This design comes from an exercise in tuning for small area, a short achievable clock period and few clock cycles per item on the open sky130 flow, not from production work.
At most, simulation tests tie the RTL to the original design; equivalence was not proved.
No functional check of the RTL was part of run 1.

==> flow/design.v (outline; a module is shown in full before it is edited, if it fits) <==
// module MADD: 63 lines
// module MSUB: 63 lines
// module DIV32: 60 lines
// module ModMult: 762 lines
// module NTT_ROM: 66 lines
// module NTTN: 190 lines
module NTTN (input             clk, reset,
             input             load_w,
             input             load_data,
             input             start,
             input             start_intt,
             input      [13:0] din,
             output reg        done,
             output reg [13:0] dout);
  // ...
==> flow/run.sh <==
#!/bin/bash
# synth_recipe.tcl (not shown) runs the flow's synth.tcl, then flattens the netlist and writes it again
# the make line also repeats each setting of config.mk as NAME=value (left out here)
make -C /OpenROAD-flow-scripts/flow DESIGN_CONFIG=/design/flow/config.mk WORK_HOME=/design/flow/orfs CLKGATE_MAP_FILE= SYNTH_SCRIPT=/design/flow/synth_recipe.tcl finish
==> flow/config.mk <==
export PLATFORM = sky130hd
export DESIGN_NAME = NTTN
export DESIGN_NICKNAME = NTTN
export VERILOG_FILES = /design/flow/design.v
export SDC_FILE = /design/flow/constraint.sdc
export NUM_CORES = 4
export LEC_CHECK = 0
export CAP_MARGIN = 20
export CORE_MARGIN = 2
export CORE_UTILIZATION = 60
export SETUP_SLACK_MARGIN = 3.2
export SLEW_MARGIN = 20
==> flow/constraint.sdc <==
create_clock -name core_clock -period 7.5 [get_ports {clk}]
set_input_delay 1.5000 -clock core_clock [delete_from_list [all_inputs] [get_ports {clk}]]
set_output_delay 1.5000 -clock core_clock [all_outputs]
set_load 0.01 [all_outputs]
==> impl_metrics.csv, run 1 <==
group,metric,value,unit
synth,synth_area_per_cell,12.6,sq um
floorplan,floorplan.die.width,339,um
clocking,clock_path_buffers,3,
layout,layout.filler_cells,8249,
worst_setup_path,worstSetupEndpoint,"S1[0]",
synth,post_synth_cell_types,88,
placed_design,numPortBuffers,34,
detailed_routing,routed_wl,175000,um
timing,finalWorstPathRequiredPeriod,4170,ps
layout,fraction_of_standard_cell_area_in_multi_input_logic,0.448,
clocking,cts-htree-levels,4,
synth,postSynthRegisterBits,1287,
worst_setup_path,timing.critical_path.from_type,"flip-flop",
layout,design.seq.count,1287,
worst_setup_path,timing.rr.start,"q[6]",
detailed_routing,dr.first_iter.drc_count,3510,
status,status,"finished clean",
layout,n_clock_buffer,186,
timing,actual_transition_at_the_worst_max_transition_pin,1140,ps
worst_setup_path,kind_of_end_point_of_the_critical_path,"flip-flop",
synth,post_synth_and_or_nand_nor_area_fraction,0.0804,
layout,leading_cell_type_in_the_layout_fill_and_taps_excluded,"sky130_fd_sc_hd__dfxtp_1",
layout,finish.net_count,6176,
timing,fin_tns_setup,0,ps
timing,setup_viol,0,
worst_setup_path,reg2reg_to,"S1[0]",
hold_path,hold-path-endpoint,"SD[5][10]",
clocking,cts_hold_buf,0,
timing,clock_skew,39.3,ps
floorplan,fp.dieH,339,um
synth,synth_adder_area_share,0.181,
worst_setup_path,cp_max_fo,20,
floorplan,num_io_pins,35,
synth,seq_area_frac_synth,0.462,
layout,antenna_cells,20,
global_route,grt_antenna_before_repair,15,
==> module MADD, before the edit <==
module MADD (input [13:0] a, b, q, output [13:0] y);
wire ma_0 = a[0] ^ b[0];
wire ma_1 = a[0] & b[0];
wire ma_2 = a[1] ^ b[1];
wire ma_3 = a[1] & b[1];
wire ma_4 = a[2] ^ b[2];
wire ma_5 = a[2] & b[2];
wire ma_6 = a[3] ^ b[3];
wire ma_7 = a[3] & b[3];
wire ma_8 = a[4] ^ b[4];
wire ma_9 = a[4] & b[4];
wire ma_10 = a[5] ^ b[5];
wire ma_11 = a[5] & b[5];
wire ma_12 = a[6] ^ b[6];
wire ma_13 = a[6] & b[6];
wire ma_14 = a[7] ^ b[7];
wire ma_15 = a[7] & b[7];
wire ma_16 = a[8] ^ b[8];
wire ma_17 = a[8] & b[8];
wire ma_18 = a[9] ^ b[9];
wire ma_19 = a[9] & b[9];
wire ma_20 = a[10] ^ b[10];
wire ma_21 = a[10] & b[10];
wire ma_22 = a[11] ^ b[11];
wire ma_23 = a[11] & b[11];
wire ma_24 = a[12] ^ b[12];
wire ma_25 = a[12] & b[12];
wire ma_26 = a[13] ^ b[13];
wire ma_27 = a[13] & b[13];
wire ma_28 = ~q[0] ^ 1'b1;
wire ma_29 = ~q[0] & 1'b1;
wire ma_30 = ~q[1] ^ ma_1 ^ ma_2;
wire ma_31 = (~q[1] & ma_1) | (~q[1] & ma_2) | (ma_1 & ma_2);
wire ma_32 = ~q[2] ^ ma_3 ^ ma_4;
wire ma_33 = (~q[2] & ma_3) | (~q[2] & ma_4) | (ma_3 & ma_4);
wire ma_34 = ~q[3] ^ ma_5 ^ ma_6;
wire ma_35 = (~q[3] & ma_5) | (~q[3] & ma_6) | (ma_5 & ma_6);
wire ma_36 = ~q[4] ^ ma_7 ^ ma_8;
wire ma_37 = (~q[4] & ma_7) | (~q[4] & ma_8) | (ma_7 & ma_8);
wire ma_38 = ~q[5] ^ ma_9 ^ ma_10;
wire ma_39 = (~q[5] & ma_9) | (~q[5] & ma_10) | (ma_9 & ma_10);
wire ma_40 = ~q[6] ^ ma_11 ^ ma_12;
wire ma_41 = (~q[6] & ma_11) | (~q[6] & ma_12) | (ma_11 & ma_12);
wire ma_42 = ~q[7] ^ ma_13 ^ ma_14;
wire ma_43 = (~q[7] & ma_13) | (~q[7] & ma_14) | (ma_13 & ma_14);
wire ma_44 = ~q[8] ^ ma_15 ^ ma_16;
wire ma_45 = (~q[8] & ma_15) | (~q[8] & ma_16) | (ma_15 & ma_16);
wire ma_46 = ~q[9] ^ ma_17 ^ ma_18;
wire ma_47 = (~q[9] & ma_17) | (~q[9] & ma_18) | (ma_17 & ma_18);
wire ma_48 = ~q[10] ^ ma_19 ^ ma_20;
wire ma_49 = (~q[10] & ma_19) | (~q[10] & ma_20) | (ma_19 & ma_20);
wire ma_50 = ~q[11] ^ ma_21 ^ ma_22;
wire ma_51 = (~q[11] & ma_21) | (~q[11] & ma_22) | (ma_21 & ma_22);
wire ma_52 = ~q[12] ^ ma_23 ^ ma_24;
wire ma_53 = (~q[12] & ma_23) | (~q[12] & ma_24) | (ma_23 & ma_24);
wire ma_54 = ~q[13] ^ ma_25 ^ ma_26;
wire ma_55 = (~q[13] & ma_25) | (~q[13] & ma_26) | (ma_25 & ma_26);
wire ma_56 = 1'b1 ^ ma_27;
wire ma_57 = 1'b1 & ma_27;
wire [14:0] s = a + b;
wire [15:0] t = {1'b1, ma_55, ma_53, ma_51, ma_49, ma_47, ma_45, ma_43, ma_41, ma_39, ma_37, ma_35, ma_33, ma_31, ma_29, ma_0} + {ma_57, ma_56, ma_54, ma_52, ma_50, ma_48, ma_46, ma_44, ma_42, ma_40, ma_38, ma_36, ma_34, ma_32, ma_30, ma_28};
assign y = t[15] ? s[13:0] : t[13:0];
endmodule
==> module MSUB, before the edit <==
module MSUB (input [13:0] a, b, q, output [13:0] y);
wire [14:0] d = {1'b0, a} - {1'b0, b};
wire ms_0 = a[0] ^ ~b[0];
wire ms_1 = a[0] & ~b[0];
wire ms_2 = a[1] ^ ~b[1];
wire ms_3 = a[1] & ~b[1];
wire ms_4 = a[2] ^ ~b[2];
wire ms_5 = a[2] & ~b[2];
wire ms_6 = a[3] ^ ~b[3];
wire ms_7 = a[3] & ~b[3];
wire ms_8 = a[4] ^ ~b[4];
wire ms_9 = a[4] & ~b[4];
wire ms_10 = a[5] ^ ~b[5];
wire ms_11 = a[5] & ~b[5];
wire ms_12 = a[6] ^ ~b[6];
wire ms_13 = a[6] & ~b[6];
wire ms_14 = a[7] ^ ~b[7];
wire ms_15 = a[7] & ~b[7];
wire ms_16 = a[8] ^ ~b[8];
wire ms_17 = a[8] & ~b[8];
wire ms_18 = a[9] ^ ~b[9];
wire ms_19 = a[9] & ~b[9];
wire ms_20 = a[10] ^ ~b[10];
wire ms_21 = a[10] & ~b[10];
wire ms_22 = a[11] ^ ~b[11];
wire ms_23 = a[11] & ~b[11];
wire ms_24 = a[12] ^ ~b[12];
wire ms_25 = a[12] & ~b[12];
wire ms_26 = a[13] ^ ~b[13];
wire ms_27 = a[13] & ~b[13];
wire ms_28 = q[0] ^ 1'b1;
wire ms_29 = q[0] & 1'b1;
wire ms_30 = q[1] ^ ms_1 ^ ms_2;
wire ms_31 = (q[1] & ms_1) | (q[1] & ms_2) | (ms_1 & ms_2);
wire ms_32 = q[2] ^ ms_3 ^ ms_4;
wire ms_33 = (q[2] & ms_3) | (q[2] & ms_4) | (ms_3 & ms_4);
wire ms_34 = q[3] ^ ms_5 ^ ms_6;
wire ms_35 = (q[3] & ms_5) | (q[3] & ms_6) | (ms_5 & ms_6);
wire ms_36 = q[4] ^ ms_7 ^ ms_8;
wire ms_37 = (q[4] & ms_7) | (q[4] & ms_8) | (ms_7 & ms_8);
wire ms_38 = q[5] ^ ms_9 ^ ms_10;
wire ms_39 = (q[5] & ms_9) | (q[5] & ms_10) | (ms_9 & ms_10);
wire ms_40 = q[6] ^ ms_11 ^ ms_12;
wire ms_41 = (q[6] & ms_11) | (q[6] & ms_12) | (ms_11 & ms_12);
wire ms_42 = q[7] ^ ms_13 ^ ms_14;
wire ms_43 = (q[7] & ms_13) | (q[7] & ms_14) | (ms_13 & ms_14);
wire ms_44 = q[8] ^ ms_15 ^ ms_16;
wire ms_45 = (q[8] & ms_15) | (q[8] & ms_16) | (ms_15 & ms_16);
wire ms_46 = q[9] ^ ms_17 ^ ms_18;
wire ms_47 = (q[9] & ms_17) | (q[9] & ms_18) | (ms_17 & ms_18);
wire ms_48 = q[10] ^ ms_19 ^ ms_20;
wire ms_49 = (q[10] & ms_19) | (q[10] & ms_20) | (ms_19 & ms_20);
wire ms_50 = q[11] ^ ms_21 ^ ms_22;
wire ms_51 = (q[11] & ms_21) | (q[11] & ms_22) | (ms_21 & ms_22);
wire ms_52 = q[12] ^ ms_23 ^ ms_24;
wire ms_53 = (q[12] & ms_23) | (q[12] & ms_24) | (ms_23 & ms_24);
wire ms_54 = q[13] ^ ms_25 ^ ms_26;
wire ms_55 = (q[13] & ms_25) | (q[13] & ms_26) | (ms_25 & ms_26);
wire ms_56 = 1'b1 ^ ms_27;
wire ms_57 = 1'b1 & ms_27;
wire [14:0] e = {ms_55, ms_53, ms_51, ms_49, ms_47, ms_45, ms_43, ms_41, ms_39, ms_37, ms_35, ms_33, ms_31, ms_29, ms_0} + {ms_56, ms_54, ms_52, ms_50, ms_48, ms_46, ms_44, ms_42, ms_40, ms_38, ms_36, ms_34, ms_32, ms_30, ms_28};
assign y = d[14] ? e[13:0] : d[13:0];
endmodule
==> module DIV32, before the edit <==
module DIV32 (input [13:0] x, input [13:0] q, output [13:0] y);
wire [4:0] m = -x[4:0];
wire dv_0 = x[9] ^ (m[0] & q[9]);
wire dv_1 = x[9] & (m[0] & q[9]);
wire dv_2 = x[10] ^ (m[0] & q[10]) ^ (m[1] & q[9]);
wire dv_3 = (x[10] & (m[0] & q[10])) | (x[10] & (m[1] & q[9])) | ((m[0] & q[10]) & (m[1] & q[9]));
wire dv_4 = (m[2] & q[8]) ^ (m[3] & q[7]);
wire dv_5 = (m[2] & q[8]) & (m[3] & q[7]);
wire dv_6 = x[11] ^ (m[0] & q[11]) ^ (m[1] & q[10]);
wire dv_7 = (x[11] & (m[0] & q[11])) | (x[11] & (m[1] & q[10])) | ((m[0] & q[11]) & (m[1] & q[10]));
wire dv_8 = (m[2] & q[9]) ^ (m[3] & q[8]) ^ (m[4] & q[7]);
wire dv_9 = ((m[2] & q[9]) & (m[3] & q[8])) | ((m[2] & q[9]) & (m[4] & q[7])) | ((m[3] & q[8]) & (m[4] & q[7]));
wire dv_10 = x[12] ^ (m[0] & q[12]) ^ (m[1] & q[11]);
wire dv_11 = (x[12] & (m[0] & q[12])) | (x[12] & (m[1] & q[11])) | ((m[0] & q[12]) & (m[1] & q[11]));
wire dv_12 = (m[2] & q[10]) ^ (m[3] & q[9]) ^ (m[4] & q[8]);
wire dv_13 = ((m[2] & q[10]) & (m[3] & q[9])) | ((m[2] & q[10]) & (m[4] & q[8])) | ((m[3] & q[9]) & (m[4] & q[8]));
wire dv_14 = x[13] ^ (m[0] & q[13]) ^ (m[1] & q[12]);
wire dv_15 = (x[13] & (m[0] & q[13])) | (x[13] & (m[1] & q[12])) | ((m[0] & q[13]) & (m[1] & q[12]));
wire dv_16 = (m[2] & q[11]) ^ (m[3] & q[10]) ^ (m[4] & q[9]);
wire dv_17 = ((m[2] & q[11]) & (m[3] & q[10])) | ((m[2] & q[11]) & (m[4] & q[9])) | ((m[3] & q[10]) & (m[4] & q[9]));
wire dv_18 = (m[1] & q[13]) ^ (m[2] & q[12]) ^ (m[3] & q[11]);
wire dv_19 = ((m[1] & q[13]) & (m[2] & q[12])) | ((m[1] & q[13]) & (m[3] & q[11])) | ((m[2] & q[12]) & (m[3] & q[11]));
wire dv_20 = x[8] ^ (m[0] & q[8]);
wire dv_21 = x[8] & (m[0] & q[8]);
wire dv_22 = (m[1] & q[8]) ^ (m[2] & q[7]) ^ (m[3] & q[6]);
wire dv_23 = ((m[1] & q[8]) & (m[2] & q[7])) | ((m[1] & q[8]) & (m[3] & q[6])) | ((m[2] & q[7]) & (m[3] & q[6]));
wire dv_24 = (m[4] & q[6]) ^ dv_1 ^ dv_2;
wire dv_25 = ((m[4] & q[6]) & dv_1) | ((m[4] & q[6]) & dv_2) | (dv_1 & dv_2);
wire dv_26 = dv_3 ^ dv_5 ^ dv_6;
wire dv_27 = (dv_3 & dv_5) | (dv_3 & dv_6) | (dv_5 & dv_6);
wire dv_28 = dv_7 ^ dv_9 ^ dv_10;
wire dv_29 = (dv_7 & dv_9) | (dv_7 & dv_10) | (dv_9 & dv_10);
wire dv_30 = dv_11 ^ dv_13 ^ dv_14;
wire dv_31 = (dv_11 & dv_13) | (dv_11 & dv_14) | (dv_13 & dv_14);
wire dv_32 = (m[4] & q[10]) ^ dv_15 ^ dv_17;
wire dv_33 = ((m[4] & q[10]) & dv_15) | ((m[4] & q[10]) & dv_17) | (dv_15 & dv_17);
wire dv_34 = (m[2] & q[13]) ^ (m[3] & q[12]) ^ (m[4] & q[11]);
wire dv_35 = ((m[2] & q[13]) & (m[3] & q[12])) | ((m[2] & q[13]) & (m[4] & q[11])) | ((m[3] & q[12]) & (m[4] & q[11]));
wire dv_36 = x[7] ^ (m[0] & q[7]);
wire dv_37 = x[7] & (m[0] & q[7]);
wire dv_38 = (m[1] & q[7]) ^ (m[2] & q[6]) ^ dv_20;
wire dv_39 = ((m[1] & q[7]) & (m[2] & q[6])) | ((m[1] & q[7]) & dv_20) | ((m[2] & q[6]) & dv_20);
wire dv_40 = dv_0 ^ dv_21 ^ dv_22;
wire dv_41 = (dv_0 & dv_21) | (dv_0 & dv_22) | (dv_21 & dv_22);
wire dv_42 = dv_4 ^ dv_23 ^ dv_24;
wire dv_43 = (dv_4 & dv_23) | (dv_4 & dv_24) | (dv_23 & dv_24);
wire dv_44 = dv_8 ^ dv_25 ^ dv_26;
wire dv_45 = (dv_8 & dv_25) | (dv_8 & dv_26) | (dv_25 & dv_26);
wire dv_46 = dv_12 ^ dv_27 ^ dv_28;
wire dv_47 = (dv_12 & dv_27) | (dv_12 & dv_28) | (dv_27 & dv_28);
wire dv_48 = dv_16 ^ dv_29 ^ dv_30;
wire dv_49 = (dv_16 & dv_29) | (dv_16 & dv_30) | (dv_29 & dv_30);
wire dv_50 = dv_18 ^ dv_31 ^ dv_32;
wire dv_51 = (dv_18 & dv_31) | (dv_18 & dv_32) | (dv_31 & dv_32);
wire dv_52 = dv_19 ^ dv_33 ^ dv_34;
wire dv_53 = (dv_19 & dv_33) | (dv_19 & dv_34) | (dv_33 & dv_34);
wire dv_54 = (m[3] & q[13]) ^ (m[4] & q[12]) ^ dv_35;
wire dv_55 = ((m[3] & q[13]) & (m[4] & q[12])) | ((m[3] & q[13]) & dv_35) | ((m[4] & q[12]) & dv_35);
assign y = {1'b0, (m[4] & q[13]), dv_53, dv_51, dv_49, dv_47, dv_45, dv_43, dv_41, dv_39, dv_37, (m[1] & q[6]), x[6], x[5]} + {1'b0, dv_55, dv_54, dv_52, dv_50, dv_48, dv_46, dv_44, dv_42, dv_40, dv_38, dv_36, (m[0] & q[6]), (|x[4:0])};
endmodule
==> module NTTN, before the edit <==
module NTTN (input             clk, reset,
             input             load_w,
             input             load_data,
             input             start,
             input             start_intt,
             input      [13:0] din,
             output reg        done,
             output reg [13:0] dout);
localparam NM = 5;    
localparam T0 = 65;   
localparam LS = 2 + NM;        
localparam RUN0 = 34;          
integer i;
reg        lw_r, ld_r, st_r, sti_r;
reg [13:0] din_r;
always @(posedge clk or posedge reset) begin
    if (reset) begin
        lw_r <= 1'b0; ld_r <= 1'b0; st_r <= 1'b0; sti_r <= 1'b0;
    end else begin
        lw_r <= load_w; ld_r <= load_data; st_r <= start; sti_r <= start_intt;
    end
end
always @(posedge clk) din_r <= din;
reg        wact;
reg [6:0]  wcnt;
always @(posedge clk or posedge reset) begin
    if (reset) begin
        wact <= 1'b0; wcnt <= 7'd0;
    end else if (lw_r) begin
        wact <= 1'b1; wcnt <= 7'd0;
    end else if (wact) begin
        wcnt <= wcnt + 7'd1;
        if (wcnt == 7'd65) wact <= 1'b0;
    end
end
reg [13:0] Tr [0:15];
reg [3:0]  tph;
reg [13:0] q;
wire       tload = wact && (wcnt < 7'd16);
wire [3:0] tph_n = (wact && wcnt == 7'd15) ? 4'd0 : tph + 4'd1;
always @(posedge clk) begin
    for (i = 0; i < 15; i = i + 1) Tr[i] <= Tr[i + 1];
    Tr[15] <= tload ? din_r : Tr[0];
    tph <= tph_n;
    if (wact && wcnt == 7'd64) q <= din_r;
end
reg        act;
reg [6:0]  cnt;
reg        dirv, intt;
wire       strt  = st_r || sti_r;
wire       hold  = (cnt == RUN0) && !dirv && !strt;
wire       intt_now = dirv ? intt : sti_r;
wire       intt_n = (act && strt && !dirv) ? sti_r : intt;
wire [6:0] cnt_n = ld_r ? 7'd2 : (act && !hold) ? cnt + 7'd1 : cnt;
wire       act_n = ld_r ? 1'b1 : (act && cnt == T0 + 31) ? 1'b0 : act;
always @(posedge clk or posedge reset) begin
    if (reset) begin
        act <= 1'b0; cnt <= 7'd0; dirv <= 1'b0; intt <= 1'b0;
    end else begin
        act <= act_n;
        cnt <= cnt_n;
        if (ld_r) dirv <= 1'b0;
        else if (act && strt && !dirv) begin
            dirv <= 1'b1; intt <= sti_r;
        end
    end
end
wire       n_v, n_pa, n_sw;
wire [1:0] n_sa;
wire [3:0] n_ra0, n_ra1, n_tw;
wire [1:0] n_sb;
NTT_ROM rom(.cnt(cnt_n), .v(n_v), .pa(n_pa), .ra0(n_ra0), .ra1(n_ra1), .tw(n_tw),
            .sa(n_sa), .sb(n_sb), .sw(n_sw));
reg        r_v, r_pa, r_sw;
reg  [1:0] r_sa;
reg [3:0]  r_ra0, r_ra1, r_tw;
reg [1:0]  r_sb;
always @(posedge clk) begin
    r_v <= n_v; r_pa <= n_pa; r_sw <= n_sw; r_sa <= n_sa; r_sb <= n_sb;
    r_ra0 <= n_ra0; r_ra1 <= n_ra1; r_tw <= n_tw;
end
wire issue = act && r_v && !hold;
reg        dinw;
reg [4:0]  lj;
always @(posedge clk) begin
    dinw <= act_n && (cnt_n >= 7'd2) && (cnt_n <= 7'd17);
    lj   <= cnt_n[4:0] - 5'd2;
end
reg  [13:0] B0 [0:15];
reg  [13:0] B1 [0:15];
wire [13:0] rd0 = B0[r_ra0];
wire [13:0] rd1 = B1[r_ra1];
wire [13:0] W0, W1;             
wire [13:0] va_rf = r_pa ? rd1 : rd0;
wire [13:0] vb_rf = r_pa ? rd0 : rd1;
wire [13:0] va_w  = r_pa ? W1 : W0;
wire [13:0] vb_w  = r_pa ? W0 : W1;
reg  [13:0] X, Y, TW, TW1, S1, D1;
always @(posedge clk) begin
    X  <= r_sa[1] ? S1 : r_sa[0] ? va_w : va_rf;
    Y  <= (r_sb == 2'd3) ? din_r : (r_sb == 2'd2) ? S1 : r_sb[0] ? vb_w : vb_rf;
    TW <= Tr[r_tw - tph];
end
wire [13:0] xy_s, xy_d;
MADD bma(.a(X), .b(Y), .q(q), .y(xy_s));
MSUB bms(.a(X), .b(Y), .q(q), .y(xy_d));
always @(posedge clk) begin
    S1  <= xy_s;
    D1  <= xy_d;
    TW1 <= TW;
end
wire [13:0] DM;
ModMult mm(.clk(clk), .A(D1), .B(TW1), .q(q), .C(DM));
reg [13:0] SD [1:NM];
always @(posedge clk) begin
    SD[1] <= S1;
    for (i = 2; i <= NM; i = i + 1) SD[i] <= SD[i - 1];
end
reg        tv  [1:LS];
reg        tpa [1:LS];
reg        tsw [1:LS];
reg [3:0]  tr0 [1:LS];
reg [3:0]  tr1 [1:LS];
always @(posedge clk or posedge reset) begin
    if (reset) begin
        for (i = 1; i <= LS; i = i + 1) tv[i] <= 1'b0;
    end else begin
        tv[1] <= issue;
        for (i = 2; i <= LS; i = i + 1) tv[i] <= tv[i - 1];
    end
end
always @(posedge clk) begin
    tpa[1] <= r_pa; tsw[1] <= r_sw & intt_now; tr0[1] <= r_ra0; tr1[1] <= r_ra1;
    for (i = 2; i <= LS; i = i + 1) begin
        tpa[i] <= tpa[i - 1]; tsw[i] <= tsw[i - 1]; tr0[i] <= tr0[i - 1]; tr1[i] <= tr1[i - 1];
    end
end
wire [13:0] val_a = tsw[LS] ? DM : SD[NM];
wire [13:0] val_b = tsw[LS] ? SD[NM] : DM;
assign W0 = tpa[LS] ? val_b : val_a;
assign W1 = tpa[LS] ? val_a : val_b;
wire        ljp = ^lj;
always @(posedge clk) begin
    if (dinw ? !ljp : tv[LS]) B0[dinw ? lj[4:1] : tr0[LS]] <= dinw ? din_r : W0;
    if (dinw ?  ljp : tv[LS]) B1[dinw ? lj[4:1] : tr1[LS]] <= dinw ? din_r : W1;
end
wire [6:0] oc_n  = cnt_n - (T0 - 5);
wire [6:0] oc2_n = cnt_n - (T0 - 3);
wire       opar_n = ^oc_n[4:2];
reg  [3:0] oa0, oa1;
reg        opar, oldf, oswp, osw4, osub;
always @(posedge clk) begin
    oa0    <= {oc_n[4:2], oc_n[0] ^ opar_n};
    oa1    <= {oc_n[4:2], ~(oc_n[0] ^ opar_n)};
    opar   <= opar_n;
    oldf   <= (oc_n[1:0] == 2'd1);
    oswp   <= (oc_n[1:0] == 2'd3);
    osw4   <= intt_n && (oc_n[4:2] != 3'd0);
    osub   <= oc2_n[0] ^ (intt_n && !((oc2_n[4:2] == 3'd0) && !oc2_n[1]));
end
wire [13:0] o0 = B0[oa0];
wire [13:0] o1 = B1[oa1];
reg  [13:0] Ey0, Ey2, OPA, OPB, ZH, FH, R1, R2;
wire [13:0] ysum, ydif, oadd, osb, odiv;
MADD oma1(.a(Ey0), .b(Ey2), .q(q), .y(ysum));
MSUB oms1(.a(Ey0), .b(Ey2), .q(q), .y(ydif));
MADD oma2(.a(OPA), .b(OPB), .q(q), .y(oadd));
MSUB oms2(.a(OPA), .b(OPB), .q(q), .y(osb));
DIV32 odv(.x(R1), .q(q), .y(odiv));
always @(posedge clk) begin
    Ey0 <= opar ? o1 : o0;
    Ey2 <= opar ? o0 : o1;
    if (oldf) begin
        OPB <= opar ? o0 : o1;
        FH  <= opar ? o1 : o0;
        OPA <= osw4 ? ydif : ysum;
        ZH  <= osw4 ? ysum : ydif;
    end else if (oswp) begin
        OPA <= ZH;
        OPB <= FH;
    end
    R1   <= osub ? osb : oadd;
    R2   <= intt ? odiv : R1;
    dout <= R2;
end
always @(posedge clk or posedge reset) begin
    if (reset) done <= 1'b0;
    else       done <= act && (cnt == T0 - 2);
end
endmodule
==> run 2: changes to the inputs <==
--- a/flow/design.v
+++ b/flow/design.v
@@ -54,22 +54,25 @@
 wire ma_50 = ~q[11] ^ ma_21 ^ ma_22;
 wire ma_51 = (~q[11] & ma_21) | (~q[11] & ma_22) | (ma_21 & ma_22);
 wire ma_52 = ~q[12] ^ ma_23 ^ ma_24;
 wire ma_53 = (~q[12] & ma_23) | (~q[12] & ma_24) | (ma_23 & ma_24);
 wire ma_54 = ~q[13] ^ ma_25 ^ ma_26;
 wire ma_55 = (~q[13] & ma_25) | (~q[13] & ma_26) | (ma_25 & ma_26);
 wire ma_56 = 1'b1 ^ ma_27;
 wire ma_57 = 1'b1 & ma_27;
-wire [14:0] s = a + b;
-wire [15:0] t = {1'b1, ma_55, ma_53, ma_51, ma_49, ma_47, ma_45, ma_43, ma_41, ma_39, ma_37, ma_35, ma_33, ma_31, ma_29, ma_0} + {ma_57, ma_56, ma_54, ma_52, ma_50, ma_48, ma_46, ma_44, ma_42, ma_40, ma_38, ma_36, ma_34, ma_32, ma_30, ma_28};
+wire [14:0] maa_s = {1'b0, a[13], a[12], a[11], a[10], a[9], a[8], a[7], a[6], a[5], a[4], a[3], a[2], a[1], a[0]} + {1'b0, b[13], b[12], b[11], b[10], b[9], b[8], b[7], b[6], b[5], b[4], b[3], b[2], b[1], b[0]};
+wire [16:0] mab_s = {1'b0, 1'b1, ma_55, ma_53, ma_51, ma_49, ma_47, ma_45, ma_43, ma_41, ma_39, ma_37, ma_35, ma_33, ma_31, ma_29, ma_0} + {1'b0, ma_57, ma_56, ma_54, ma_52, ma_50, ma_48, ma_46, ma_44, ma_42, ma_40, ma_38, ma_36, ma_34, ma_32, ma_30, ma_28};
+wire [14:0] s = {maa_s[14], maa_s[13], maa_s[12], maa_s[11], maa_s[10], maa_s[9], maa_s[8], maa_s[7], maa_s[6], maa_s[5], maa_s[4], maa_s[3], maa_s[2], maa_s[1], maa_s[0]};
+wire [15:0] t = {mab_s[15], mab_s[14], mab_s[13], mab_s[12], mab_s[11], mab_s[10], mab_s[9], mab_s[8], mab_s[7], mab_s[6], mab_s[5], mab_s[4], mab_s[3], mab_s[2], mab_s[1], mab_s[0]};
 assign y = t[15] ? s[13:0] : t[13:0];
 endmodule
 module MSUB (input [13:0] a, b, q, output [13:0] y);
-wire [14:0] d = {1'b0, a} - {1'b0, b};
+wire [15:0] msa_s = {1'b0, 1'b0, a[13], a[12], a[11], a[10], a[9], a[8], a[7], a[6], a[5], a[4], a[3], a[2], a[1], a[0]} + {1'b0, 1'b1, ~b[13], ~b[12], ~b[11], ~b[10], ~b[9], ~b[8], ~b[7], ~b[6], ~b[5], ~b[4], ~b[3], ~b[2], ~b[1], ~b[0]} + 1'b1;
+wire [14:0] d = {msa_s[14], msa_s[13], msa_s[12], msa_s[11], msa_s[10], msa_s[9], msa_s[8], msa_s[7], msa_s[6], msa_s[5], msa_s[4], msa_s[3], msa_s[2], msa_s[1], msa_s[0]};
 wire ms_0 = a[0] ^ ~b[0];
 wire ms_1 = a[0] & ~b[0];
 wire ms_2 = a[1] ^ ~b[1];
 wire ms_3 = a[1] & ~b[1];
 wire ms_4 = a[2] ^ ~b[2];
 wire ms_5 = a[2] & ~b[2];
 wire ms_6 = a[3] ^ ~b[3];
 wire ms_7 = a[3] & ~b[3];
@@ -118,20 +121,21 @@
 wire ms_50 = q[11] ^ ms_21 ^ ms_22;
 wire ms_51 = (q[11] & ms_21) | (q[11] & ms_22) | (ms_21 & ms_22);
 wire ms_52 = q[12] ^ ms_23 ^ ms_24;
 wire ms_53 = (q[12] & ms_23) | (q[12] & ms_24) | (ms_23 & ms_24);
 wire ms_54 = q[13] ^ ms_25 ^ ms_26;
 wire ms_55 = (q[13] & ms_25) | (q[13] & ms_26) | (ms_25 & ms_26);
 wire ms_56 = 1'b1 ^ ms_27;
 wire ms_57 = 1'b1 & ms_27;
-wire [14:0] e = {ms_55, ms_53, ms_51, ms_49, ms_47, ms_45, ms_43, ms_41, ms_39, ms_37, ms_35, ms_33, ms_31, ms_29, ms_0} + {ms_56, ms_54, ms_52, ms_50, ms_48, ms_46, ms_44, ms_42, ms_40, ms_38, ms_36, ms_34, ms_32, ms_30, ms_28};
+wire [15:0] msb_s = {1'b0, ms_55, ms_53, ms_51, ms_49, ms_47, ms_45, ms_43, ms_41, ms_39, ms_37, ms_35, ms_33, ms_31, ms_29, ms_0} + {1'b0, ms_56, ms_54, ms_52, ms_50, ms_48, ms_46, ms_44, ms_42, ms_40, ms_38, ms_36, ms_34, ms_32, ms_30, ms_28};
+wire [14:0] e = {msb_s[14], msb_s[13], msb_s[12], msb_s[11], msb_s[10], msb_s[9], msb_s[8], msb_s[7], msb_s[6], msb_s[5], msb_s[4], msb_s[3], msb_s[2], msb_s[1], msb_s[0]};
 assign y = d[14] ? e[13:0] : d[13:0];
 endmodule
-module DIV32 (input [13:0] x, input [13:0] q, output [13:0] y);
+module DIV32 (input [13:0] x, input [13:0] q, output [13:0] ya, yb);
 wire [4:0] m = -x[4:0];
 wire dv_0 = x[9] ^ (m[0] & q[9]);
 wire dv_1 = x[9] & (m[0] & q[9]);
 wire dv_2 = x[10] ^ (m[0] & q[10]) ^ (m[1] & q[9]);
 wire dv_3 = (x[10] & (m[0] & q[10])) | (x[10] & (m[1] & q[9])) | ((m[0] & q[10]) & (m[1] & q[9]));
 wire dv_4 = (m[2] & q[8]) ^ (m[3] & q[7]);
 wire dv_5 = (m[2] & q[8]) & (m[3] & q[7]);
 wire dv_6 = x[11] ^ (m[0] & q[11]) ^ (m[1] & q[10]);
@@ -179,17 +183,18 @@
 wire dv_48 = dv_16 ^ dv_29 ^ dv_30;
 wire dv_49 = (dv_16 & dv_29) | (dv_16 & dv_30) | (dv_29 & dv_30);
 wire dv_50 = dv_18 ^ dv_31 ^ dv_32;
 wire dv_51 = (dv_18 & dv_31) | (dv_18 & dv_32) | (dv_31 & dv_32);
 wire dv_52 = dv_19 ^ dv_33 ^ dv_34;
 wire dv_53 = (dv_19 & dv_33) | (dv_19 & dv_34) | (dv_33 & dv_34);
 wire dv_54 = (m[3] & q[13]) ^ (m[4] & q[12]) ^ dv_35;
 wire dv_55 = ((m[3] & q[13]) & (m[4] & q[12])) | ((m[3] & q[13]) & dv_35) | ((m[4] & q[12]) & dv_35);
-assign y = {1'b0, (m[4] & q[13]), dv_53, dv_51, dv_49, dv_47, dv_45, dv_43, dv_41, dv_39, dv_37, (m[1] & q[6]), x[6], x[5]} + {1'b0, dv_55, dv_54, dv_52, dv_50, dv_48, dv_46, dv_44, dv_42, dv_40, dv_38, dv_36, (m[0] & q[6]), (|x[4:0])};
+assign ya = {1'b0, (m[4] & q[13]), dv_53, dv_51, dv_49, dv_47, dv_45, dv_43, dv_41, dv_39, dv_37, (m[1] & q[6]), x[6], x[5]};
+assign yb = {1'b0, dv_55, dv_54, dv_52, dv_50, dv_48, dv_46, dv_44, dv_42, dv_40, dv_38, dv_36, (m[0] & q[6]), (|x[4:0])};
 endmodule
 module ModMult (input clk,
                 input  [13:0] A, B,
                 input  [13:0] q,
                 output [13:0] C);
 wire [7:0] qH = q[13:6];
 wire tp_0 = (A[13] & B[0]) ^ (A[12] & B[1]);
 wire tp_1 = (A[13] & B[0]) & (A[12] & B[1]);
@@ -937,18 +942,20 @@
 wire fq_56 = ~q[12] ^ fq_23 ^ fq_24;
 wire fq_57 = (~q[12] & fq_23) | (~q[12] & fq_24) | (fq_23 & fq_24);
 wire fq_58 = ~q[13] ^ fq_25 ^ fq_26;
 wire fq_59 = (~q[13] & fq_25) | (~q[13] & fq_26) | (fq_25 & fq_26);
 wire fq_60 = 1'b1 ^ fq_27 ^ fq_28;
 wire fq_61 = (1'b1 & fq_27) | (1'b1 & fq_28) | (fq_27 & fq_28);
 wire fq_62 = 1'b1 ^ fq_29 ^ fq_30;
 wire fq_63 = (1'b1 & fq_29) | (1'b1 & fq_30) | (fq_29 & fq_30);
-wire [15:0] r3  = p3a + p3b;
-wire [15:0] r3q = {fq_61, fq_59, fq_57, fq_55, fq_53, fq_51, fq_49, fq_47, fq_45, fq_43, fq_41, fq_39, fq_37, fq_35, fq_33, fq_0} + {fq_62, fq_60, fq_58, fq_56, fq_54, fq_52, fq_50, fq_48, fq_46, fq_44, fq_42, fq_40, fq_38, fq_36, fq_34, fq_32};
+wire [16:0] fa_s = {1'b0, p3a[15], p3a[14], p3a[13], p3a[12], p3a[11], p3a[10], p3a[9], p3a[8], p3a[7], p3a[6], p3a[5], p3a[4], p3a[3], p3a[2], p3a[1], p3a[0]} + {1'b0, p3b[15], p3b[14], p3b[13], p3b[12], p3b[11], p3b[10], p3b[9], p3b[8], p3b[7], p3b[6], p3b[5], p3b[4], p3b[3], p3b[2], p3b[1], p3b[0]};
+wire [16:0] fb_s = {1'b0, fq_61, fq_59, fq_57, fq_55, fq_53, fq_51, fq_49, fq_47, fq_45, fq_43, fq_41, fq_39, fq_37, fq_35, fq_33, fq_0} + {1'b0, fq_62, fq_60, fq_58, fq_56, fq_54, fq_52, fq_50, fq_48, fq_46, fq_44, fq_42, fq_40, fq_38, fq_36, fq_34, fq_32};
+wire [15:0] r3  = {fa_s[15], fa_s[14], fa_s[13], fa_s[12], fa_s[11], fa_s[10], fa_s[9], fa_s[8], fa_s[7], fa_s[6], fa_s[5], fa_s[4], fa_s[3], fa_s[2], fa_s[1], fa_s[0]};
+wire [15:0] r3q = {fb_s[15], fb_s[14], fb_s[13], fb_s[12], fb_s[11], fb_s[10], fb_s[9], fb_s[8], fb_s[7], fb_s[6], fb_s[5], fb_s[4], fb_s[3], fb_s[2], fb_s[1], fb_s[0]};
 reg [13:0] Cr;
 always @(posedge clk) Cr <= r3q[15] ? r3[13:0] : r3q[13:0];
 assign C = Cr;
 endmodule
 module NTT_ROM(input [6:0] cnt, output reg v, output reg pa, output reg [3:0] ra0,
                output reg [3:0] ra1, output reg [3:0] tw, output reg [1:0] sa,
                output reg [1:0] sb, output reg sw);
 always @(*) begin
@@ -1171,36 +1178,38 @@
     opar   <= opar_n;
     oldf   <= (oc_n[1:0] == 2'd1);
     oswp   <= (oc_n[1:0] == 2'd3);
     osw4   <= intt_n && (oc_n[4:2] != 3'd0);
     osub   <= oc2_n[0] ^ (intt_n && !((oc2_n[4:2] == 3'd0) && !oc2_n[1]));
 end
 wire [13:0] o0 = B0[oa0];
 wire [13:0] o1 = B1[oa1];
-reg  [13:0] Ey0, Ey2, OPA, OPB, ZH, FH, R1, R2;
-wire [13:0] ysum, ydif, oadd, osb, odiv;
+reg  [13:0] Ey0, Ey2, OPA, OPB, ZH, FH, R1, R2, R2a, R2b;
+wire [13:0] ysum, ydif, oadd, osb, dva, dvb;
 MADD oma1(.a(Ey0), .b(Ey2), .q(q), .y(ysum));
 MSUB oms1(.a(Ey0), .b(Ey2), .q(q), .y(ydif));
 MADD oma2(.a(OPA), .b(OPB), .q(q), .y(oadd));
 MSUB oms2(.a(OPA), .b(OPB), .q(q), .y(osb));
-DIV32 odv(.x(R1), .q(q), .y(odiv));
+DIV32 odv(.x(R1), .q(q), .ya(dva), .yb(dvb));
 always @(posedge clk) begin
     Ey0 <= opar ? o1 : o0;
     Ey2 <= opar ? o0 : o1;
     if (oldf) begin
         OPB <= opar ? o0 : o1;
         FH  <= opar ? o1 : o0;
         OPA <= osw4 ? ydif : ysum;
         ZH  <= osw4 ? ysum : ydif;
     end else if (oswp) begin
         OPA <= ZH;
         OPB <= FH;
     end
     R1   <= osub ? osb : oadd;
-    R2   <= intt ? odiv : R1;
-    dout <= R2;
+    R2   <= R1;
+    R2a  <= dva;
+    R2b  <= dvb;
+    dout <= intt ? R2a + R2b : R2;
 end
 always @(posedge clk or posedge reset) begin
     if (reset) done <= 1'b0;
     else       done <= act && (cnt == T0 - 2);
 end
 endmodule
==> flow/config.mk (replaced) <==
export PLATFORM = sky130hd
export DESIGN_NAME = NTTN
export DESIGN_NICKNAME = NTTN
export VERILOG_FILES = /design/flow/design.v
export SDC_FILE = /design/flow/constraint.sdc
export NUM_CORES = 4
export LEC_CHECK = 0
export CAP_MARGIN = 20
export CORE_MARGIN = 2
export CORE_UTILIZATION = 55
export SETUP_SLACK_MARGIN = 4.3
export SLEW_MARGIN = 20
==> run 2 against run 1 <==
Net effect: via count up 3.4%; non-clock buffer count increased by 213; count of clock-buffer cells in the layout grew 19; register-to-register slack improved by 370 ps; critical path type unchanged; synthesized cell count rose by 2.2%; global-route usage is 2.4 points lower; fmax up 9.7%; critical endpoint is now OPA[5]; sequential share of layout area fell by 2.1 points; core utilization shrank 2.3 points; critical path depth is 4 higher.
==> impl_metrics.csv, run 2 <==
group,metric,value,unit
synth,synthCells,5449,
placed_design,place_congestion,0.879,
global_route,grt_first_pass_wirelength,270000,um
floorplan,core_area,123000,sq um
clocking,clk_transition_reported_paths,60,ps
global_route,grt_start_max_net_pins,64,
placed_design,pre_cts_slack,2640,ps
timing,clock_skew,29.3,ps
clocking,cts_sinks,1311,
worst_setup_path,timing.critical_path.from_type,"flip-flop",
timing,report.final.slew_viol_count,0,
timing,timing_hold_violations_final,0,
synth,synth.largest_area_cell,"sky130_fd_sc_hd__edfxtp_1",
clocking,insertion_delay,790,ps
synth,postSynthRegisterBits,1311,
floorplan,std_cell_rows,129,
synth,ys.warnings.count,10,
layout,post_route_cells_drive_above_1_share,0.264,
worst_setup_path,worstSetupEndpoint,"OPA[5]",
detailed_routing,dr.first_iter.drc_count,3382,
synth,post_synth_cell_types,93,
timing,finalWorstPathRequiredPeriod,3800,ps
timing,worst_slew_margin_rel,0.284,
timing,timing.final.crit_share,0.506,
worst_setup_path,critPathSlowestCell,"sky130_fd_sc_hd__fa_1",
synth,post_synth_edffs,518,
worst_setup_path,reg2reg_to,"OPA[5]",
worst_setup_path,kind_of_end_point_of_the_critical_path,"flip-flop",
layout,leading_cell_type_in_the_layout_fill_and_taps_excluded,"sky130_fd_sc_hd__dfxtp_1",
worst_setup_path,timing.critical_path.cells,"clkinvlp_4 > buf_12 > fa_1 > ha_4 > a21oi_4 > nand3_4 > a2111oi_4 > buf_4 > a21oi_4 > buf_12 > o311ai_4 > buf_12 > buf_4 > nand2_1 > o21ai_2 > nand2_1 > a22o_1",
timing,max_freq,0.263,GHz
global_route,track_usage,0.285,
clocking,cts-htree-levels,4,
synth,synth_area_per_cell,12.5,sq um
synth,synth_area,68200,sq um
placed_design,placed_area,71000,sq um
detailed_routing,drt_wl_cell,24.0,um
synth,synth_nets,6194,
placed_design,dp.final_hpwl,119000,um
worst_setup_path,cp.required,8030,ps
clocking,clk_root_buffer_cell,"sky130_fd_sc_hd__clkbuf_16",
floorplan,start_util,0.553,
synth,most_used_flip_flop_cell_after_synthesis,"sky130_fd_sc_hd__dfxtp_1",
floorplan,fp.dieH,356,um
timing,fin_tns_setup,0,ps
detailed_routing,drcViolationCount,0,
timing,actual_transition_at_the_worst_max_transition_pin,1070,ps
worst_setup_path,path_class,"flip-flop to flip-flop",
synth,synth_largest_type_area_fraction,0.228,
floorplan,design.die.area,127000,sq um
detailed_routing,num_vias,43500,
worst_setup_path,critical_path.startpoint,"q[9]",
timing,rsz0062_at_grt,"true",
layout,synthToLayoutAreaGrowth,17.6,%
hold_path,hp-class,"flip-flop to flip-flop",
synth,synth_async_sr_flop_share,0.0229,
timing,worst_slack,3700,ps
global_route,grt_antenna_before_repair,9,
clocking,clock_path_buffers,3,
layout,finish.net_count,6489,
worst_setup_path,worst_path_largest_cell_delay,550,ps
clocking,tritoncts,"done",
detailed_routing,drt-pass1-iter-count,6,
detailed_routing,routed_wl,180000,um
timing,setup_viol,0,
layout,post_layout_nonfiller_instances,7496,
layout,stdcell_area,80200,sq um
floorplan,num_io_pins,35,
global_route,globalRoute.totalOverflow,0,
clocking,cts_buffers,138,
placed_design,post-place-cells,6993,
worst_setup_path,critPathArrivalTime,4330,ps
synth,yosysMostFrequentCell,"sky130_fd_sc_hd__dfxtp_1",
worst_setup_path,timing.rr.start,"q[9]",
global_route,first_global_vias,44500,
synth,yosys-top-cells-area,"sky130_fd_sc_hd__edfxtp_1, sky130_fd_sc_hd__dfxtp_1, sky130_fd_sc_hd__fa_1, sky130_fd_sc_hd__mux4_2, sky130_fd_sc_hd__ha_1",
worst_setup_path,r2r_slack,3700,ps
layout,layout.filler_cells,9305,
placed_design,numPortBuffers,34,
worst_setup_path,crit_top_cell,"sky130_fd_sc_hd__buf_12",
detailed_routing,drtAntennaViolNets,0,
detailed_routing,via_per_inst,5.80,
synth,post_synth_most_frequent_cells,"sky130_fd_sc_hd__dfxtp_1, sky130_fd_sc_hd__inv_1, sky130_fd_sc_hd__edfxtp_1",
layout,highest_count_cells_in_the_layout_ignoring_fill_and_taps,"sky130_fd_sc_hd__dfxtp_1, sky130_fd_sc_hd__inv_1, sky130_fd_sc_hd__edfxtp_1",
worst_setup_path,worstRegToRegCells,17,
status,status,"finished clean",
worst_setup_path,cp_max_fo,5,
run,drv.max_cap_violation_count,0,
synth,seq_area_frac_synth,0.463,
floorplan,floorplan.die.width,356,um
==> run 2: kinds of logic (layout without fill, tap and decap cells) <==
kind of cell | count (synthesis) | count (layout) | share of synthesized area
DFF | 1311 | 1311 | 0.463
buffers and inverters | 853 | 1257 | 0.0490
other | 0 | 3 | 0
and+or+nand+nor | 1122 | 1123 | 0.0792
AOI/OAI and AO/OA | 738 | 740 | 0.0723
adders and majority gates | 725 | 725 | 0.179
muxes | 491 | 491 | 0.131
xor gates and xnor gates | 209 | 209 | 0.0270
==> run 2: stage by stage <==
stage	hold WS (ps)	util
2_1_floorplan	310	-
3_3_place_gp	310	0.576
3_5_place_dp	312	0.576
4_1_cts	312	0.638
5_1_grt	323	0.650
6_report	311	0.650
==> run 2: metal layers <==
layer | GRT usage | wire length, um | up-vias
met4 | 0.0927 | 5900 | 0
met3 | 0.0367 | 9720 | 273
met5 | 0 | 0 | -
li1 | - | - | 19700
met1 | 0.403 | 78300 | 22300
met2 | 0.460 | 85800 | 1270
==> run 2: final cells by class <==
type | instances | area [sq um] | area share
Clock inverter | 47 | 602 | 0.00750
Tap cell | 1637 | 2050 | 0.0255
Clock buffer | 205 | 4100 | 0.0511
Multi-Input combinational cell | 3288 | 35800 | 0.446
Timing Repair Buffer | 372 | 3480 | 0.0434
Antenna cell | 3 | 7.51 | 0.0000936
Inverter | 633 | 2470 | 0.0308
Sequential cell | 1311 | 31700 | 0.396
==> run 2: worst min path at each step <==
stage                          from   endpoint  cells after the start
after floorplan               R1[5]      R2[5]                      0
after global placement       TW[10]    TW1[10]                      0
after detailed placement  tr1[1][1]  tr1[2][1]                      0
after CTS                 tr1[4][0]  tr1[5][0]                      0
after global routing      tr1[4][0]  tr1[5][0]                      0
final                     tr1[4][0]  tr1[5][0]                      0
==> run 2: critical path: cells and delay by family (launching register included) <==
family / cells / cell delay [ps]
adder cells (fa/ha/maj): 2 / 780
AO/OA/AOI/OAI: 6 / 1130
flip-flops: 1 / 480
buffers and inverters: 6 / 940
AND/OR/NAND/NOR: 3 / 230
==> run 2: timing repair <==
item	in CTS	in global routing
pin swaps	135	161
gates resized for setup	382	274
endpoints found under the setup margin	274	186
cloned	6	2
setup buffers	165	74
hold buffers	0	0
Testbench counts of run 2, summed over its fixed seeds: cycles 6,208, transforms 64.
==> run 3: changes to the inputs <==
--- a/flow/config.mk
+++ b/flow/config.mk
@@ -8,5 +8,5 @@
 export CAP_MARGIN = 20
 export CORE_MARGIN = 2
-export CORE_UTILIZATION = 55
-export SETUP_SLACK_MARGIN = 4.3
+export CORE_UTILIZATION = 40
+export SETUP_SLACK_MARGIN = 3.9
 export SLEW_MARGIN = 20
==> run 3 against run 2 <==
Net effect: core utilization decreased by 18 points; critical path type unchanged; still clean on timing, DRC and antenna; critical endpoint is now mm.p2b[11]; die area up 37%; worst setup slack improved by 41 ps; fmax grew 1.1%.
==> impl_metrics.csv, run 3 <==
group,metric,value,unit
status,status,"finished clean",
worst_setup_path,crit_cells,16,
placed_design,placed_area,71200,sq um
detailed_routing,num_vias,43100,
floorplan,num_io_pins,35,
clocking,clk_root_buffer_cell,"sky130_fd_sc_hd__clkbuf_16",
timing,timing_hold_violations_final,0,
worst_setup_path,timing.critical_path.cells,"ha_4 > inv_2 > fa_2 > xnor2_4 > nor3b_4 > buf_4 > nor3b_4 > xnor2_4 > buf_12 > buf_4 > buf_6 > nand2_1 > fa_2 > inv_2 > fa_2 > fa_2",
worst_setup_path,cp.required,8200,ps
layout,finish.net_count,6409,
worst_setup_path,worst_path_largest_cell_delay,520,ps
synth,yosysMostFrequentCell,"sky130_fd_sc_hd__dfxtp_1",
floorplan,start_util,0.403,
synth,ys.warnings.count,10,
detailed_routing,routed_wl,176000,um
clocking,clock_path_buffers,3,
detailed_routing,dr.first_iter.drc_count,3586,
placed_design,dp.final_hpwl,119000,um
placed_design,post-place-cells,7569,
layout,leading_cell_type_in_the_layout_fill_and_taps_excluded,"sky130_fd_sc_hd__dfxtp_1",
worst_setup_path,path_class,"flip-flop to flip-flop",
timing,report.final.slew_viol_count,0,
worst_setup_path,timing.critical_path.from_type,"flip-flop",
global_route,first_global_vias,44300,
layout,synthToLayoutAreaGrowth,17.0,%
detailed_routing,drtAntennaViolNets,0,
global_route,grt_antenna_before_repair,7,
synth,post_synth_edffs,518,
placed_design,place_congestion,0.877,
synth,postSynthRegisterBits,1311,
run,drv.max_cap_violation_count,0,
synth,synth_area_per_cell,12.5,sq um
clocking,insertion_delay,800,ps
detailed_routing,drt_wl_cell,22.0,um
detailed_routing,drcViolationCount,0,
global_route,track_usage,0.201,
floorplan,std_cell_rows,151,
worst_setup_path,cp_max_fo,6,
floorplan,fp.dieH,417,um
global_route,grt_start_max_net_pins,62,
timing,actual_transition_at_the_worst_max_transition_pin,1200,ps
timing,fin_tns_setup,0,ps
synth,synth_async_sr_flop_share,0.0229,
hold_path,min_delay_path_depth,0,
hold_path,hp-class,"flip-flop to flip-flop",
synth,synth_area,68200,sq um
layout,highest_count_cells_in_the_layout_ignoring_fill_and_taps,"sky130_fd_sc_hd__dfxtp_1, sky130_fd_sc_hd__inv_1, sky130_fd_sc_hd__edfxtp_1",
synth,most_used_flip_flop_cell_after_synthesis,"sky130_fd_sc_hd__dfxtp_1",
synth,seq_area_frac_synth,0.463,
global_route,globalRoute.totalOverflow,0,
global_route,grt_first_pass_wirelength,266000,um
worst_setup_path,critical_path.top_delay_family,"adder cells",
timing,timing.final.crit_share,0.501,
timing,finalWorstPathRequiredPeriod,3760,ps
timing,max_freq,0.266,GHz
detailed_routing,drt-pass1-iter-count,6,
placed_design,numPortBuffers,34,
timing,setup_viol,0,
clocking,cts_buffers,142,
layout,post_layout_nonfiller_instances,8001,
layout,post_route_cells_drive_above_1_share,0.227,
detailed_routing,via_per_inst,5.39,
timing,finalHoldWorstSlack,313,ps
worst_setup_path,kind_of_end_point_of_the_critical_path,"flip-flop",
timing,worst_slew_margin_rel,0.200,
layout,stdcell_area,79800,sq um
worst_setup_path,critPathSlowestCell,"sky130_fd_sc_hd__fa_2",
worst_setup_path,worstRegToRegCells,16,
worst_setup_path,crit_buf_inv,6,
worst_setup_path,critPathArrivalTime,4460,ps
layout,layout.filler_cells,14900,
floorplan,core_area,169000,sq um
clocking,cts-htree-levels,4,
synth,yosys-top-cells-area,"sky130_fd_sc_hd__edfxtp_1, sky130_fd_sc_hd__dfxtp_1, sky130_fd_sc_hd__fa_1, sky130_fd_sc_hd__mux4_2, sky130_fd_sc_hd__ha_1",
worst_setup_path,crit_top_cell,"sky130_fd_sc_hd__fa_2",
synth,synth_largest_type_area_fraction,0.228,
synth,post_synth_most_frequent_cells,"sky130_fd_sc_hd__dfxtp_1, sky130_fd_sc_hd__inv_1, sky130_fd_sc_hd__edfxtp_1",
floorplan,floorplan.die.width,417,um
timing,rsz0062_at_grt,"true",
clocking,cts_sinks,1311,
timing,clock_skew,57.0,ps
synth,synthCells,5449,
synth,synth.largest_area_cell,"sky130_fd_sc_hd__edfxtp_1",
clocking,tritoncts,"done",
synth,synth_nets,6194,
clocking,clk_transition_reported_paths,60,ps
floorplan,design.die.area,174000,sq um
synth,post_synth_cell_types,93,
## run 3: changes by cell type in the layout (fill, tap and decap cells not counted), moves of 11 or more
cell	delta
sky130_fd_sc_hd__buf_6	-21
sky130_fd_sc_hd__and2_4	-16
sky130_fd_sc_hd__inv_2	-38
sky130_fd_sc_hd__fa_2	-55
sky130_fd_sc_hd__nand2_4	-11
sky130_fd_sc_hd__fa_1	+55
sky130_fd_sc_hd__a21oi_1	+12
sky130_fd_sc_hd__dfxtp_4	-28
sky130_fd_sc_hd__buf_4	-49
sky130_fd_sc_hd__o21ai_2	-12
sky130_fd_sc_hd__dfxtp_2	+22
sky130_fd_sc_hd__and2_1	+17
sky130_fd_sc_hd__clkbuf_8	-19
sky130_fd_sc_hd__inv_1	+37
## run 3: timing repair
action | CTS | global route
buffers inserted | 89 | 69
pin swaps | 98 | 135
hold buffers | 0 | 0
setup endpoints to repair | 157 | 160
gates cloned | 5 | 6
resized for setup | 278 | 232
## run 3: cell families after synthesis
group / share of synthesized area
fa+ha+maj: 0.179
flops: 0.463
buf+inv: 0.0490
compound gates: 0.0723
xor+xnor: 0.0270
mux: 0.131
simple gates: 0.0792
## run 3: cell type report
cell class,count,area [sq um],area share
Multi-Input combinational cell,3289,35300,0.443
Antenna cell,1,2.50,0.0000314
Inverter,633,2480,0.0311
Timing Repair Buffer,287,2640,0.0331
Tap cell,2218,2780,0.0348
Clock inverter,82,978,0.0123
Clock buffer,180,3900,0.0489
Sequential cell,1311,31700,0.397
## run 3: path summary, 6_finish.rpt
path / slack [ps] / from / endpoint
worst max-delay path: 3740 / mm.p1b[0] / mm.p2b[11]
worst min-delay path: 310 / SD[2][4] / SD[3][4]
worst max register to register: 3740 / mm.p1b[0] / mm.p2b[11]
worst min register to register: 310 / SD[2][4] / SD[3][4]
max in group asynchronous: 6120 / reset / wcnt[2]
min in group asynchronous: 1090 / reset / sti_r
## run 3: metal layers
metal	track usage	vias up	part of all wire
li1	-	19500	-
met1	0.275	22100	0.43
met2	0.328	1315	0.47
met3	0.0312	295	0.062
met4	0.0626	4	0.030
met5	0	-	0.00013
## run 3: through the flow
| stage | util | worst slack (ps) |
|---|---|---|
| final | 0.471 | 3740 |
| after global routing | 0.471 | 3630 |
| after CTS | 0.461 | 3750 |
| after detailed placement | 0.421 | 2700 |
| after global placement | 0.421 | 2850 |
| after floorplan | - | 3840 |
## run 3: worst reg2reg max path, cell delays in order, from the launching register on
cell	delay, ps
sky130_fd_sc_hd__dfxtp_2	330
sky130_fd_sc_hd__ha_4	130
sky130_fd_sc_hd__inv_2	40
sky130_fd_sc_hd__fa_2	430
sky130_fd_sc_hd__xnor2_4	180
sky130_fd_sc_hd__nor3b_4	220
sky130_fd_sc_hd__buf_4	140
sky130_fd_sc_hd__nor3b_4	280
sky130_fd_sc_hd__xnor2_4	170
sky130_fd_sc_hd__buf_12	150
sky130_fd_sc_hd__buf_4	110
sky130_fd_sc_hd__buf_6	100
sky130_fd_sc_hd__nand2_1	70
sky130_fd_sc_hd__fa_2	350
sky130_fd_sc_hd__inv_2	60
sky130_fd_sc_hd__fa_2	430
sky130_fd_sc_hd__fa_2	520

## what the ideal ports hide
In the flow no input, the clock included, has a driving cell. The finished layouts below were timed again as built, in two steps. Step 1, drivers: a clkbuf_16 drives clk and a buf_2 each remaining input, both assumed. Step 2 moves the port delays by t, midway between the first and last clock arrival at a register: inputs arrive t later, outputs are due t later. That takes back most of the time a late clock gives input paths. Three values: ideal ports, drivers, drivers and shift; two values: the first two.
run | shift t [ns] | setup WS [ns] | worst hold slack (ns)
run 1 | 0.812 | 3.334 / 3.334 / 3.334 | 0.319 / 0.319 / 0.319
run 2 | 0.851 | 3.702 / 3.702 / 3.702 | 0.311 / 0.311 / 0.311
run 3 | 0.849 | 3.743 / 3.743 / 3.743 | 0.313 / 0.313 / 0.313
After both steps setup and hold are still met in every run listed.
